Context: an optimization exercise on an open-source flow, tuned for small area. The choices shown serve that exercise and are no tape-out recipe. Only the layout flow was run in this run; the RTL was not checked for function there. Power is estimated from default activity; no workload was simulated.

==> flow/design.v <==
module ultrasonic_driver(
    input  clk,
    input  reset,           
    input  echo_rx,
    output trig,
    output op,
    output wire [15:0] distance_out
);
localparam [2:0] S_IDLE = 3'd0,
                 S_RS0  = 3'd1,
                 S_RS   = 3'd3,
                 S_T    = 3'd2,
                 S_W    = 3'd4,
                 S_E    = 3'd6;
reg [2:0]  st;
reg [22:0] cnt;
reg [11:0] dmm;
reg        op_r;
wire is_idle = (st == S_IDLE);
wire is_rs0  = (st == S_RS0);
wire is_rs   = (st == S_RS);
wire is_t    = (st == S_T);
wire is_w    = (st == S_W);
wire is_e    = (st == S_E);
wire m7      = is_w | is_e;
wire ev_rs0 = cnt[6] & cnt[5] & cnt[2];                                    
wire ev_rs  = ev_rs0 & cnt[21] & cnt[20] & cnt[19] & cnt[18] & cnt[16] &
              cnt[11] & cnt[8] & cnt[0];                                    
wire ev_t   = cnt[8] & cnt[7] & cnt[6] & cnt[5] & cnt[4] & cnt[2];         
wire ev_7   = cnt[22] & cnt[12] & cnt[10] & cnt[9] & cnt[6];               
wire near  = ~(cnt[22] | cnt[21] | cnt[20] | cnt[19] | cnt[18]) &
             ~(cnt[17] & (cnt[16] | cnt[15] | cnt[14] | (cnt[13] & cnt[12])));
wire [23:0] cy;
wire [22:0] inc;
assign cy[0] = 1'b1;
genvar gi;
generate for (gi = 0; gi < 23; gi = gi + 1) begin : g_inc
    if (gi == 1 || gi == 2) begin : g_fa
        assign inc[gi]   = cnt[gi] ^ cy[gi] ^ m7;
        assign cy[gi+1]  = (cnt[gi] & cy[gi]) | (m7 & (cnt[gi] | cy[gi]));
    end else begin : g_ha
        assign inc[gi]   = cnt[gi] ^ cy[gi];
        assign cy[gi+1]  = cnt[gi] & cy[gi];
    end
end endgenerate
wire w_go  = is_w & echo_rx;                        
wire fin   = m7 & (echo_rx == is_e) & ev_7;         
wire done  = is_e & ~echo_rx;                       
wire clr   = is_idle | (is_rs0 & ev_rs0) | (is_rs & ev_rs) | (is_t & ev_t) |
             w_go | fin | done;
always @(posedge clk)
    cnt <= clr ? 23'd0 : inc;
always @(posedge clk or negedge reset) begin
    if (!reset) begin
        st   <= S_IDLE;
        dmm  <= 12'd0;
        op_r <= 1'b0;
    end else begin
        if (is_idle) st <= S_RS0;
        else if ((is_rs0 & ev_rs0) | (is_rs & ev_rs)) st <= S_T;
        else if (is_t & ev_t) st <= S_W;
        else if (w_go) st <= S_E;
        else if (fin | done) st <= S_RS;
        if (fin) begin
            dmm  <= 12'd1000;
            op_r <= 1'b0;
        end else if (done) begin
            dmm  <= cnt[22:11];
            op_r <= near;
        end
    end
end
assign trig = is_t;
assign op = op_r;
assign distance_out = {4'd0, dmm};
endmodule
==> flow/run.sh <==
#!/bin/bash
# synth_recipe.tcl (not shown) runs the flow's synth.tcl, then flattens the netlist and writes it again
# the make line also repeats each setting of config.mk as NAME=value (left out here)
make -C /OpenROAD-flow-scripts/flow DESIGN_CONFIG=/design/flow/config.mk WORK_HOME=/design/flow/orfs CLKGATE_MAP_FILE= SYNTH_SCRIPT=/design/flow/synth_recipe.tcl finish
==> flow/config.mk <==
export PLATFORM = sky130hd
export DESIGN_NAME = ultrasonic_driver
export DESIGN_NICKNAME = ultrasonic_driver
export VERILOG_FILES = /design/flow/design.v
export SDC_FILE = /design/flow/constraint.sdc
export NUM_CORES = 4
export LEC_CHECK = 0
export ABC_AREA = 1
export CAP_MARGIN = 20
export CORE_MARGIN = 2
export CORE_UTILIZATION = 40
export CTS_BUF_LIST = sky130_fd_sc_hd__clkbuf_2 sky130_fd_sc_hd__clkbuf_4
export SLEW_MARGIN = 20
==> flow/constraint.sdc <==
create_clock -name core_clock -period 20.0 [get_ports {clk}]
set_input_delay 4.0000 -clock core_clock [delete_from_list [all_inputs] [get_ports {clk}]]
set_output_delay 4.0000 -clock core_clock [all_outputs]
set_load 0.01 [all_outputs]
==> reports/metrics.json <==
{
  "die_width_um": 75.1,
  "finish.net_count": 236,
  "worstMarginPinSlew_ns": 0.676,
  "timing.slew.headroom_pct": 54.8,
  "fmax_mhz": 172,
  "antenna_violating_nets_post_route": 0,
  "synth.lib_cells_used.distinct": 31,
  "synthToLayoutAreaGrowth_pct": 11.5,
  "timing.critical_path.to_type": "flip-flop",
  "postSynth.asyncResetShare_pct": 41.0,
  "pwr_density_cell_nw_per_um2": 52.4,
  "wl_um": 3370,
  "die_area_um2": 5640,
  "holdBufCountCts": 0,
  "core.rowCount": 25,
  "clock_slew_seen_by_the_registers_of_the_worst_setup_and_hold_paths_ns": 0.11,
  "postSynth.topFlopCell": "sky130_fd_sc_hd__dfxtp_1",
  "fillers": 469,
  "crit_fanout": 25,
  "io-pin-count": 21,
  "grtUsageTotal_pct": 13.9,
  "cp_data_required_time_ns": 20.28,
  "outcome": "no timing/DRC/antenna violations",
  "synthDominantCellAreaShare_pct": 22.8,
  "portBuffers": 16,
  "fin_worst_hold_slack_ns": 0.471,
  "post-synth-top-area-cell": "sky130_fd_sc_hd__dfxtp_1",
  "synth_enable_flop_cells": 0,
  "yosys_warnings": 1,
  "rr_endpoint": "cnt[22]",
  "setup_total_negative_slack_ns": 0,
  "mappedNetlistArea_um2": 2020,
  "diodes": 0,
  "most_frequent_cells_after_synthesis": "sky130_fd_sc_hd__nand2_1 (38), sky130_fd_sc_hd__dfxtp_1 (23), sky130_fd_sc_hd__ha_1 (20), sky130_fd_sc_hd__nor3b_2 (17), sky130_fd_sc_hd__dfrtp_1 (16)",
  "min_path_type": "flip-flop to flip-flop",
  "post_cts.resized_instances": 0,
  "tritoncts.num_buffers": 5,
  "rsz0062_at_grt": "no",
  "finalWeightedCongestion": 0.800,
  "cts_tree": "built",
  "arrival_ns": 6.09,
  "timing.max_cap.violations": 0,
  "clock_latency_ns": 0.34,
  "regToRegSetupSlack_ns": 14.79,
  "ctsRootBufferMaster": "sky130_fd_sc_hd__clkbuf_4",
  "yosys-top-cells-area": "sky130_fd_sc_hd__dfxtp_1 (23%), sky130_fd_sc_hd__dfrtp_1 (20%), sky130_fd_sc_hd__ha_1 (12%), sky130_fd_sc_hd__nor3b_2 (11%), sky130_fd_sc_hd__nand2_1 (7.1%)",
  "hold_path_startpoint": "cnt[0]",
  "detailedRoute.firstPassIterationCount": 4,
  "leftover_overflow_at_the_end_of_global_routing": 0,
  "routedWlPerCell_um": 12.1,
  "post_synth_inst_count": 195,
  "first_global_vias": 1233,
  "period_minus_slack_ns": 5.80,
  "ir_worst_vdd_uv": 23.7,
  "syn_avg_cell_area_um2": 10.4,
  "synth.ff_latch_count": 39,
  "path_class": "input port to flip-flop",
  "final_cells": 279,
  "antenna_found_initial": 0,
  "final_max_slew_viol_count": 0,
  "dpl.cell_count": 271,
  "worst_r2r_path_depth": 27,
  "worst_setup_path_start_kind": "input port",
  "cts_max_level": 2,
  "route.vias.total": 1279,
  "place_hpwl_um": 2510,
  "detail_route.vias_per_cell": 4.58,
  "initial_utilization_pct": 42.2,
  "drt_first_iter_violations": 75,
  "hold_path_end": "cnt[0]",
  "grt_first_pass_wirelength_um": 5750,
  "fin_skew_ns": 0.0163,
  "regToRegStartpoint": "st[2]",
  "number_of_hold_violations_in_the_final_report": 0,
  "cts_sinks": 39,
  "number_of_failing_setup_endpoints_in_the_final_timing_report": 0,
  "detail_route.drc_violations": 0,
  "cts-root-to-sink-buffers": 2,
  "grt_max_degree": 27,
  "design.core.area_um2": 4790,
  "cts_setup_buffers": 0,
  "timing.final.crit_share_pct": 29.0,
  "seq_area_frac_synth_pct": 42.6,
  "layout-drive-gt1-share_pct": 22.6,
  "min_path_cells": 1,
  "synth_most_common_cell": "sky130_fd_sc_hd__nand2_1",
  "die_extent_in_y_um": 75.1,
  "static-leakage-power_nw": 1.15
}
==> registers in the layout, summed over array words and instances, names as in the netlist <==
name / flops
op_r: 1
cnt: 23
st: 3
dmm: 12
==> cell usage in the layout, fill, tap and decap left out, drive strengths merged <==
cell type | synthesis | final
nand4 | 3 | 3
clkdlybuf4s50 | 0 | 16
dfxtp | 23 | 23
nand2 | 42 | 42
nor3 | 5 | 5
inv | 14 | 14
nor4 | 1 | 1
ha | 20 | 20
dfrtp | 16 | 16
nand3 | 9 | 9
o21bai | 1 | 1
a21oi | 6 | 6
xnor2 | 1 | 1
o21ai | 5 | 5
nor2 | 15 | 15
a31oi | 1 | 1
fa | 2 | 2
conb | 1 | 4
clkinv | 0 | 2
clkbuf | 2 | 6
nor3b | 20 | 20
==> worst max path at each step <==
stage               cells past startpoint  slack, ns       to  startpoint
global placement                        7      13.88    st[1]     echo_rx
detailed placement                      7      13.83    st[1]     echo_rx
CTS                                     8      14.20    st[1]     echo_rx
floorplan                               8      14.90  cnt[22]     echo_rx
finish                                  8      14.20    st[2]     echo_rx
global route                            8      14.05    st[1]     echo_rx
==> routing by layer <==
| layer | up-vias | routed length [µm] | track usage [%] |
|---|---|---|---|
| met5 | - | 0 | 0 |
| met4 | 0 | 56 | 5.36 |
| met3 | 5 | 128 | 4.42 |
| met2 | 21 | 1480 | 20.7 |
| met1 | 580 | 1700 | 18.7 |
| li1 | 673 | - | - |
==> critical path: stages <==
cell,delay [ns]
sky130_fd_sc_hd__clkdlybuf4s50_1,0.49
sky130_fd_sc_hd__inv_1,0.05
sky130_fd_sc_hd__ha_1,0.34
sky130_fd_sc_hd__inv_1,0.40
sky130_fd_sc_hd__nand3_4,0.43
sky130_fd_sc_hd__nor2_1,0.25
sky130_fd_sc_hd__nand2_1,0.07
sky130_fd_sc_hd__nand2_1,0.06
==> report_power, final <==
part           leakage (nW)  internal, W  switching (W)
combinational         0.727  0.000000411     0.00000107
clock                0.0307    0.0000144      0.0000241
sequential            0.395    0.0000781              0
total                  1.15    0.0000929      0.0000251
==> logic make-up after synthesis <==
group / count (synthesis) / share of synthesized area, %
AO/OA/AOI/OAI: 13 / 5.08
XOR/XNOR: 1 / 0.434
adder cells (fa/ha/maj): 22 / 14.4
buffers and inverters: 24 / 6.32
flip-flops: 39 / 42.6
other: 1 / 0.186
AND/OR/NAND/NOR: 95 / 31.0
==> through the flow <==
stage | util, % | instance area (µm²) | power, W | setup slack (ns)
floorplan | - | 2030 | 0.0000808 | 14.90
global placement | 46.0 | 2200 | 0.0000813 | 13.88
detailed placement | 46.0 | 2200 | 0.0000813 | 13.83
CTS | 47.1 | 2250 | 0.000120 | 14.20
global route | 47.1 | 2250 | 0.000123 | 14.05
finish | 47.1 | 2250 | 0.000118 | 14.20
==> final cells by class <==
type / instances / area [µm²] / share of cell area (%)
Inverter: 14 / 52.6 / 2.33
Clock buffer: 6 / 45.0 / 2.00
Tap cell: 67 / 83.8 / 3.72
Sequential cell: 39 / 861 / 38.2
Multi-Input combinational cell: 135 / 1040 / 46.3
Timing Repair Buffer: 16 / 160 / 7.11
Clock inverter: 2 / 7.51 / 0.333

re-timing with driven ports:
In the flow no input, the clock included, has a driving cell. The finished layout below was timed again as built, in two steps. Step 1, drivers: a clkbuf_16 drives clk and a buf_2 each remaining input, both assumed. Step 2 also shifts input and output timing later by t, the mid clock arrival at the registers, as if the neighbouring blocks saw the same clock. a / b / c = ideal / step 1 / step 2; a / b = the first two.
t, ns: 0.357
setup slack, ns: 14.199 / 14.200 / 13.843
hold WS [ns]: 0.471 / 0.471 / 0.471
worst setup path at the end: input to register
worst data-port slew with drivers (ns): 0.03
After both steps setup and hold are still met in this run. The setup slack of this run moves by +0.001 ns with the drivers and by -0.356 ns with both steps.
